This is an optimization exercise on Yosys and OpenROAD, whose aim is small area, not a production implementation. In this exercise RTL edits were held to simulation tests only and were not proved equivalent to the original. No activity file was given, so power comes from the tool's default toggle rates.

// handshake
module handshake (
  input  wire         source_wr_en,
  input  wire         source_rd_en,
  input  wire         terminal_wr_en,
  input  wire         terminal_rd_en,
  input  wire  [31:0] wr_data,
  input  wire         rstn,
  input  wire         clk,
  output reg  [31:0]  rd_data,
  output wire         source_fifo_full,
  output wire         source_fifo_empty,
  output wire         terminal_fifo_full,
  output wire         terminal_fifo_empty
  );
  localparam N = 63;
  reg  [5:0]  wp;      
  reg  [5:0]  rp;      
  reg  [4:0]  scnt;    
  reg  [4:0]  tcnt;    
  reg         lv;      
  wire s_full  = &scnt;
  wire s_empty = ~|scnt;
  wire t_full  = &tcnt;
  wire t_empty = ~|tcnt;
  wire ready = terminal_wr_en & ~t_full;
  wire spush = source_wr_en & ~s_full;
  wire spop  = source_rd_en & ~s_empty & ready;
  wire tpush = ready & lv;
  wire tpop  = terminal_rd_en & ~t_empty;
  always @(posedge clk or negedge rstn) begin
    if (!rstn) begin
      wp   <= 6'd0;
      rp   <= 6'd0;
      scnt <= 5'd0;
      tcnt <= 5'd0;
      lv   <= 1'b0;
    end else begin
  ...
For scale: about 2,100 flip-flops, ~74 I/O pins, about 71,000 um2 of cells after synthesis.
export LEC_CHECK = 0
export CAP_MARGIN = 20
export CORE_MARGIN = 2
export CORE_UTILIZATION = 65
export SLEW_MARGIN = 20
create_clock -name core_clock -period 6.0 [get_ports {clk}]
standard.sh (not shown) runs the stock make flow with config.mk's settings and CLKGATE_MAP_FILE= SYNTH_SCRIPT=/design/flow/synth_recipe.tcl, a recipe that flattens the netlist after the stock synthesis.
==> flow/flow/run.sh <==
#!/bin/bash
# Own layout flow: the standard flow (standard.sh), changed in four ways:
#  - synthesis maps with flow/abc_speed.script, which leaves out ABC's fanout
#    buffering and gate sizing (OpenROAD repairs slew and load later); the
#    flip-flop mapping and all other synthesis steps are unchanged;
#  - ports are buffered with buf_1;
#  - CTS uses clkbuf_8 in clusters of up to 20 sinks, without dummy loads;
#  - after global routing, gates with slack to spare are downsized.
# Each tool's output goes to a log file in the work folder (flow_*.log) and
# ORFS's own logs under orfs/logs/.
set -euo pipefail
W=$PWD
rm -rf "$W/scripts_abc"
cp -r "$FLOW_HOME/scripts" "$W/scripts_abc"
cp "$W/flow/abc_speed.script" "$W/scripts_abc/abc_speed.script"
bash standard.sh synth "SCRIPTS_DIR=$W/scripts_abc" > "$W/flow_synth.log" 2>&1
bash standard.sh ${FLOW_TARGET:-finish} \
  "CTS_ARGS=-sink_clustering_enable -repair_clock_nets -dont_use_dummy_load -buf_list sky130_fd_sc_hd__clkbuf_8 -sink_clustering_size 20 -sink_clustering_max_diameter 50" \
  "BUFFER_PORTS_ARGS=-buffer_cell sky130_fd_sc_hd__buf_1" \
  RECOVER_POWER=100 > "$W/flow_layout.log" 2>&1
==> flow/flow/abc_speed.script <==
&get -n
&st
&dch
&nf -R 1000
&put
topo
The baseline finished but fails on max-capacitance violations, max-slew violations.
Edit:
==> flow/run.sh (new file) <==
#!/bin/bash
# synth_recipe.tcl (not shown) runs the flow's synth.tcl, then flattens the netlist and writes it again
# the make line also repeats each setting of config.mk as NAME=value (left out here)
make -C /OpenROAD-flow-scripts/flow DESIGN_CONFIG=/design/flow/config.mk WORK_HOME=/design/flow/orfs CLKGATE_MAP_FILE= SYNTH_SCRIPT=/design/flow/synth_recipe.tcl finish
removed: flow/flow/run.sh
removed: flow/flow/abc_speed.script
removed: flow/standard.sh
The changed run completed with no timing, DRC or antenna violations.
Synthesized area rose by about 6.5%.
Routed wire length rose by about 40%.
Power rose by about 30%.
Die area rose by about 6.4%.
Count of clock-buffer cells in the layout rose by 145.
Sequential power rose by about 5%.
Via count rose by 16%.
Critical path depth fell by 1.
Worst setup slack is worse by 0.19 ns.

== run 1 ==
The RTL this note starts from:
==> flow/design.v <==
module handshake (
  input  wire         source_wr_en,
  input  wire         source_rd_en,
  input  wire         terminal_wr_en,
  input  wire         terminal_rd_en,
  input  wire  [31:0] wr_data,
  input  wire         rstn,
  input  wire         clk,
  output reg  [31:0]  rd_data,
  output wire         source_fifo_full,
  output wire         source_fifo_empty,
  output wire         terminal_fifo_full,
  output wire         terminal_fifo_empty
  );
  localparam N = 63;
  reg  [5:0]  wp;      
  reg  [5:0]  rp;      
  reg  [4:0]  scnt;    
  reg  [4:0]  tcnt;    
  reg         lv;      
  wire s_full  = &scnt;
  wire s_empty = ~|scnt;
  wire t_full  = &tcnt;
  wire t_empty = ~|tcnt;
  wire ready = terminal_wr_en & ~t_full;
  wire spush = source_wr_en & ~s_full;
  wire spop  = source_rd_en & ~s_empty & ready;
  wire tpush = ready & lv;
  wire tpop  = terminal_rd_en & ~t_empty;
  always @(posedge clk or negedge rstn) begin
    if (!rstn) begin
      wp   <= 6'd0;
      rp   <= 6'd0;
      scnt <= 5'd0;
      tcnt <= 5'd0;
      lv   <= 1'b0;
    end else begin
      if (spush) wp <= (wp == N - 1) ? 6'd0 : wp + 6'd1;
      if (tpop)  rp <= (rp == N - 1) ? 6'd0 : rp + 6'd1;
      scnt <= scnt + {4'd0, spush} - {4'd0, spop};
      tcnt <= tcnt + {4'd0, tpush} - {4'd0, tpop};
      if (spop | ready) lv <= spop;    
    end
  end
  wire full63 = s_full & t_full & lv;
  wire [N-1:0]    rsel, wsel, wkeep;
  wire [32*N-1:0] words;
  wire [31:0]     rd_word;
  genvar i;
  generate
    for (i = 0; i < N; i = i + 1) begin : word
      reg  [31:0] m;
      always @(posedge clk)
        m <= ({32{wsel[i]}} & wr_data) | ({32{wkeep[i]}} & m);
      assign words[32*i +: 32] = m;
    end
  endgenerate
  rowdec #(.N(N)) rdec (.wp(wp), .rp(rp), .spush(spush), .full63(full63),
                        .wsel(wsel), .wkeep(wkeep), .rsel(rsel));
  rdmux #(.N(N)) rdm (.sel(rsel), .d(words), .y(rd_word));
  always @(posedge clk)
    if (tpop) rd_data <= rd_word;
  assign source_fifo_full    = s_full;
  assign source_fifo_empty   = s_empty;
  assign terminal_fifo_full  = t_full;
  assign terminal_fifo_empty = t_empty;
endmodule
module rdmux #(parameter N = 63) (
  input  wire [N-1:0]    sel,
  input  wire [32*N-1:0] d,
  output reg  [31:0]     y
  );
  integer k;
  always @* begin
    y = 32'd0;
    for (k = 0; k < N; k = k + 1)
      y = y | ({32{sel[k]}} & d[32*k +: 32]);
  end
endmodule
module rowdec #(parameter N = 63) (
  input  wire [5:0]   wp,
  input  wire [5:0]   rp,
  input  wire         spush,
  input  wire         full63,
  output wire [N-1:0] wsel,
  output wire [N-1:0] wkeep,
  output wire [N-1:0] rsel
  );
  genvar i;
  generate
    for (i = 0; i < N; i = i + 1) begin : row
      assign wsel[i]  = spush & (wp == i);
      assign wkeep[i] = (wp != i) | full63;
      assign rsel[i]  = (rp == i);
    end
  endgenerate
endmodule
==> flow/config.mk <==
export PLATFORM = sky130hd
export DESIGN_NAME = handshake
export DESIGN_NICKNAME = handshake
export VERILOG_FILES = /design/flow/design.v
export SDC_FILE = /design/flow/constraint.sdc
export NUM_CORES = 8
export LEC_CHECK = 0
export CAP_MARGIN = 20
export CORE_MARGIN = 2
export CORE_UTILIZATION = 65
export SLEW_MARGIN = 20
==> flow/constraint.sdc <==
create_clock -name core_clock -period 6.0 [get_ports {clk}]
set_input_delay 1.2000 -clock core_clock [delete_from_list [all_inputs] [get_ports {clk}]]
set_output_delay 1.2000 -clock core_clock [all_outputs]
set_load 0.01 [all_outputs]
==> flow/flow/run.sh <==
#!/bin/bash
# Own layout flow: the standard flow (standard.sh), changed in these ways:
#  - the read multiplexer (module rdmux) and the row selects (module rowdec)
#    are synthesized from gate-level versions that flow/gen_rdmux.py and
#    flow/gen_rowdec.py write; the rest of design.v is synthesized as
#    standard.sh does;
#  - synthesis maps with flow/abc_speed.script, which leaves out ABC's fanout
#    buffering and gate sizing (OpenROAD repairs slew and load later); the
#    flip-flop mapping and all other synthesis steps are unchanged;
#  - its flip-flops are then renamed to the standard synthesis's names
#    (flow/regnames.py), matched by the register each one drives;
#  - ports are buffered with buf_1;
#  - CTS uses clkbuf_8 in clusters of up to 16 sinks, without dummy loads;
# Each tool's output goes to a log file in the work folder (flow_*.log) and
# ORFS's own logs under orfs/logs/.
set -euo pipefail
W=$PWD
python3 "$W/flow/gen_rdmux.py" "$W/rdmux_cells.v" > "$W/flow_gen.log" 2>&1
python3 "$W/flow/gen_rowdec.py" "$W/rowdec_cells.v" >> "$W/flow_gen.log" 2>&1
python3 - "$W/design.v" "$W/design_own.v" "$W/rdmux_cells.v" "$W/rowdec_cells.v" <<'PY' >> "$W/flow_gen.log" 2>&1
import re, sys
d = open(sys.argv[1]).read()
for f in sys.argv[3:]:
    cells = open(f).read()
    name = re.search(r'^module (\w+)', cells, re.M).group(1)
    m = re.search(r'^module ' + name + r'\b.*?^endmodule\b', d, re.S | re.M)
    assert m, 'module %s not found' % name
    d = d[:m.start()] + cells + d[m.end():]
    print('replaced', name)
open(sys.argv[2], 'w').write(d)
PY
rm -rf "$W/scripts_abc"
cp -r "$FLOW_HOME/scripts" "$W/scripts_abc"
cp "$W/flow/abc_speed.script" "$W/scripts_abc/abc_speed.script"
R=$W/orfs/results/sky130hd/handshake/base
# The standard synthesis, kept only for its flip-flop names.
bash standard.sh synth > "$W/flow_refsynth.log" 2>&1
cp "$R/1_2_yosys.v" "$W/ref_1_2_yosys.v"
rm -rf "$W/orfs"
OWN=("SCRIPTS_DIR=$W/scripts_abc" "VERILOG_FILES=$W/design_own.v")
bash standard.sh synth "${OWN[@]}" > "$W/flow_synth.log" 2>&1
# Name each flip-flop as the standard synthesis does, then rebuild 1_synth.odb.
python3 "$W/flow/regnames.py" "$W/ref_1_2_yosys.v" "$R/1_2_yosys.v" "$W/own_1_2_yosys.v" > "$W/flow_regnames.log" 2>&1
cp "$W/own_1_2_yosys.v" "$R/1_2_yosys.v"
rm -f "$R/1_synth.odb"
bash standard.sh synth "${OWN[@]}" >> "$W/flow_synth.log" 2>&1
bash standard.sh ${FLOW_TARGET:-finish} \
  "CTS_ARGS=-sink_clustering_enable -repair_clock_nets -dont_use_dummy_load -buf_list sky130_fd_sc_hd__clkbuf_8 -sink_clustering_size 16 -sink_clustering_max_diameter 45" \
  "BUFFER_PORTS_ARGS=-buffer_cell sky130_fd_sc_hd__buf_1" \
  > "$W/flow_layout.log" 2>&1
==> flow/flow/gen_rdmux.py <==
#!/usr/bin/env python3
# Writes flow/rdmux_cells.v: module rdmux (see rtl/handshake.v) for N = 63,
# built from sky130_fd_sc_hd cells: per bit 21 a222oi, then nand4/nand3/nand2,
# two nor3 and a final nand2.
import sys
N = 63
P = 'sky130_fd_sc_hd__'
o = []
o.append('// Generated by gen/gen_rdmux.py: gate-level rdmux for the own flow.')
o.append('module rdmux #(parameter N = 63) (')
o.append('  input  wire [N-1:0]    sel,')
o.append('  input  wire [32*N-1:0] d,')
o.append('  output wire [31:0]     y')
o.append('  );')
for b in range(32):
    o.append(f'  wire [20:0] g{b};')
    o.append(f'  wire [5:0] p{b};')
    o.append(f'  wire [1:0] n{b};')
    for g in range(21):
        e = [3*g, 3*g+1, 3*g+2]
        pins = []
        for pn, k in zip('ABC', e):
            pins.append(f'.{pn}1(sel[{k}]), .{pn}2(d[{32*k+b}])')
        o.append(f'  {P}a222oi_1 m{b}_{g} ({", ".join(pins)}, .Y(g{b}[{g}]));')
    groups = [(0,4),(4,8),(8,12),(12,16),(16,19),(19,21)]
    for j,(lo,hi) in enumerate(groups):
        n = hi-lo
        cell = {4:'nand4_1',3:'nand3_1',2:'nand2_1'}[n]
        pins = ', '.join(f'.{pn}(g{b}[{lo+i}])' for i,pn in enumerate('ABCD'[:n]))
        o.append(f'  {P}{cell} o{b}_{j} ({pins}, .Y(p{b}[{j}]));')
    o.append(f'  {P}nor3_1 r{b}_0 (.A(p{b}[0]), .B(p{b}[1]), .C(p{b}[2]), .Y(n{b}[0]));')
    o.append(f'  {P}nor3_1 r{b}_1 (.A(p{b}[3]), .B(p{b}[4]), .C(p{b}[5]), .Y(n{b}[1]));')
    o.append(f'  {P}nand2_1 f{b} (.A(n{b}[0]), .B(n{b}[1]), .Y(y[{b}]));')
o.append('endmodule')
open(sys.argv[1] if len(sys.argv) > 1 else 'flow/rdmux_cells.v','w').write('\n'.join(o)+'\n')
Other scripts of this flow, unchanged in this note and not shown: flow/flow/abc_speed.script, flow/flow/gen_rowdec.py, flow/flow/regnames.py
## Diff of input files: run 2 against run 1
-- flow/flow/run.sh --
<<< run 1, line 13
#  - CTS uses clkbuf_8 in clusters of up to 16 sinks, without dummy loads;
>>> run 2, line 13
#  - CTS uses clkbuf_8 in clusters of up to 18 sinks, without dummy loads;
<<< run 1, line 48
  "CTS_ARGS=-sink_clustering_enable -repair_clock_nets -dont_use_dummy_load -buf_list sky130_fd_sc_hd__clkbuf_8 -sink_clustering_size 16 -sink_clustering_max_diameter 45" \
>>> run 2, line 48
  "CTS_ARGS=-sink_clustering_enable -repair_clock_nets -dont_use_dummy_load -buf_list sky130_fd_sc_hd__clkbuf_8 -sink_clustering_size 18 -sink_clustering_max_diameter 45" \
-- flow/flow/gen_rdmux.py --
<<< run 1, line 3
# built from sky130_fd_sc_hd cells: per bit 21 a222oi, then nand4/nand3/nand2,
# two nor3 and a final nand2.
>>> run 2, line 3
# built from sky130_fd_sc_hd cells: per bit 21 a222oi, five nand4, a nor3,
# a nor2 and a final nand3.
<<< run 1, line 17
    o.append(f'  wire [5:0] p{b};')
>>> run 2, line 17
    o.append(f'  wire [4:0] p{b};')
<<< run 1, line 25
    groups = [(0,4),(4,8),(8,12),(12,16),(16,19),(19,21)]
    for j,(lo,hi) in enumerate(groups):
        n = hi-lo
        cell = {4:'nand4_1',3:'nand3_1',2:'nand2_1'}[n]
        pins = ', '.join(f'.{pn}(g{b}[{lo+i}])' for i,pn in enumerate('ABCD'[:n]))
        o.append(f'  {P}{cell} o{b}_{j} ({pins}, .Y(p{b}[{j}]));')
>>> run 2, line 25
    for j in range(5):
        pins = ', '.join(f'.{pn}(g{b}[{4*j+i}])' for i, pn in enumerate('ABCD'))
        o.append(f'  {P}nand4_1 o{b}_{j} ({pins}, .Y(p{b}[{j}]));')
<<< run 1, line 32
    o.append(f'  {P}nor3_1 r{b}_1 (.A(p{b}[3]), .B(p{b}[4]), .C(p{b}[5]), .Y(n{b}[1]));')
    o.append(f'  {P}nand2_1 f{b} (.A(n{b}[0]), .B(n{b}[1]), .Y(y[{b}]));')
>>> run 2, line 29
    o.append(f'  {P}nor2_1 r{b}_1 (.A(p{b}[3]), .B(p{b}[4]), .Y(n{b}[1]));')
    o.append(f'  {P}nand3_1 f{b} (.A(n{b}[0]), .B(n{b}[1]), .C(g{b}[20]), .Y(y[{b}]));')
==> run summary <==
In terms of post-synthesis to final-layout area growth, run 2 and run 1 differ only marginally.
Going from run 1 to run 2, the time the worst path needs with I/O delays and setup was found to have gone down by 110 ps.
The buffer share of cell area of run 1 and that of run 2 are within noise of each other.
rp[2]$_DFFE_PN0P_ as the critical path launch point was reported by run 2, and rp[1]$_DFFE_PN0P_ by run 1.
### run 2 -> run 3
-- flow/flow/run.sh --
<<< run 2, line 13
#  - CTS uses clkbuf_8 in clusters of up to 18 sinks, without dummy loads;
>>> run 3, line 13
#  - CTS uses clkbuf_4 in clusters of up to 9 sinks, without dummy loads;
<<< run 2, line 48
  "CTS_ARGS=-sink_clustering_enable -repair_clock_nets -dont_use_dummy_load -buf_list sky130_fd_sc_hd__clkbuf_8 -sink_clustering_size 18 -sink_clustering_max_diameter 45" \
>>> run 3, line 48
  "CTS_ARGS=-sink_clustering_enable -repair_clock_nets -dont_use_dummy_load -buf_list sky130_fd_sc_hd__clkbuf_4 -sink_clustering_size 9 -sink_clustering_max_diameter 40" \
Notes after the runs:
Run 3 finished every step from synthesis to the final layout, and the layout passed the timing, DRC and antenna checks.
Run 3 — detailed-routed wire length on met2 0.41% lower, run 2 as reference
[run 3 vs run 2] clock-buffer cell count: higher in run 3
Total power draw, run 2 and run 3: larger value in run 2
Delta (run 3 minus run 2): routed length on met1 held, number of placed I/O pins roughly the same, signed area change from the synthesized netlist to the final layout decreased 0.33 points, global-route total usage across every layer went up by 0.45 points, global routing usage on met1 about even.
Sort run 2 and run 3 by routed wire length asc -> top: run 2
Run 3 reports a lower worst hold slack than run 2 does.
The final reports for run 3 and run 2 show largest incremental delay on the critical path higher in the former.
Edits applied to the flow inputs when going from run 3 to run 4:
-- flow/flow/run.sh --
<<< run 3, line 13
#  - CTS uses clkbuf_4 in clusters of up to 9 sinks, without dummy loads;
>>> run 4, line 13
#  - CTS uses clkbuf_8 in clusters of up to 20 sinks, without dummy loads;
<<< run 3, line 48
  "CTS_ARGS=-sink_clustering_enable -repair_clock_nets -dont_use_dummy_load -buf_list sky130_fd_sc_hd__clkbuf_4 -sink_clustering_size 9 -sink_clustering_max_diameter 40" \
>>> run 4, line 48
  "CTS_ARGS=-sink_clustering_enable -repair_clock_nets -dont_use_dummy_load -buf_list sky130_fd_sc_hd__clkbuf_8 -sink_clustering_size 20 -sink_clustering_max_diameter 50" \
-- flow/flow/gen_rdmux.py --
<<< run 3, line 3
# built from sky130_fd_sc_hd cells: per bit 21 a222oi, five nand4, a nor3,
# a nor2 and a final nand3.
>>> run 4, line 3
# built from sky130_fd_sc_hd cells: per bit 21 a222oi, then nand4/nand3/nand2,
# two nor3 and a final nand2.
<<< run 3, line 17
    o.append(f'  wire [4:0] p{b};')
>>> run 4, line 17
    o.append(f'  wire [5:0] p{b};')
<<< run 3, line 25
    for j in range(5):
        pins = ', '.join(f'.{pn}(g{b}[{4*j+i}])' for i, pn in enumerate('ABCD'))
        o.append(f'  {P}nand4_1 o{b}_{j} ({pins}, .Y(p{b}[{j}]));')
>>> run 4, line 25
    groups = [(0,4),(4,8),(8,12),(12,16),(16,19),(19,21)]
    for j,(lo,hi) in enumerate(groups):
        n = hi-lo
        cell = {4:'nand4_1',3:'nand3_1',2:'nand2_1'}[n]
        pins = ', '.join(f'.{pn}(g{b}[{lo+i}])' for i,pn in enumerate('ABCD'[:n]))
        o.append(f'  {P}{cell} o{b}_{j} ({pins}, .Y(p{b}[{j}]));')
<<< run 3, line 29
    o.append(f'  {P}nor2_1 r{b}_1 (.A(p{b}[3]), .B(p{b}[4]), .Y(n{b}[1]));')
    o.append(f'  {P}nand3_1 f{b} (.A(n{b}[0]), .B(n{b}[1]), .C(g{b}[20]), .Y(y[{b}]));')
>>> run 4, line 32
    o.append(f'  {P}nor3_1 r{b}_1 (.A(p{b}[3]), .B(p{b}[4]), .C(p{b}[5]), .Y(n{b}[1]));')
    o.append(f'  {P}nand2_1 f{b} (.A(n{b}[0]), .B(n{b}[1]), .Y(y[{b}]));')
Notes after the runs:
| part of the power in the clock network | run 4 vs run 3 | 0.4 points lower |
Going from run 3 to run 4, the number of global-route vias before repair was found to have gone down by 1,309.
The lower area taken by multi-input logic gates came out of run 3.
Synthesized cell count, run 3 and run 4: larger value in run 4
Run 4 -> run 3: final cell area excluding filler cells flat
Taking run 3 as the reference, in run 4 total die area level, layout overhead on the synthesized area level.

[static timing again, ports no longer ideal]
The results above use ideal ports. As a check the final layouts listed here were re-extracted and re-timed, cells and wires unchanged.
Step 1: set_driving_cell puts a clkbuf_16 on clk and a buf_2 on each other input, an assumption about the parent block.
Step 2 moves the port delays by t, midway between the first and last clock arrival at a register: inputs arrive t later, outputs are due t later. That takes back most of the time a late clock gives input paths.
Slacks: no drivers / after step 1 / after step 2; pairs: no drivers / after step 1.
| run | shift t [ns] | setup slack, ns | slew at the worst register clock pin (ns) |
|---|---|---|---|
| the first run of note 1 | 0.965 | 1.199 / 1.199 / 0.724 | 0.12 / 0.12 |
| the second run of note 1 | 0.940 | 1.014 / 1.014 / 1.014 | 0.07 / 0.07 |
| run 1 | 0.982 | 1.776 / 1.776 / 1.776 | 0.10 / 0.10 |
| run 2 | 0.966 | 1.886 / 1.886 / 1.886 | 0.11 / 0.11 |
| run 3 | 1.288 | 1.931 / 1.931 / 1.931 | 0.12 / 0.12 |
| run 4 | 0.957 | 1.770 / 1.770 / 1.770 | 0.12 / 0.12 |
The setup slack of the first run of note 1, which loses most, moves by 0.000 ns with the drivers and by -0.475 ns with both steps.
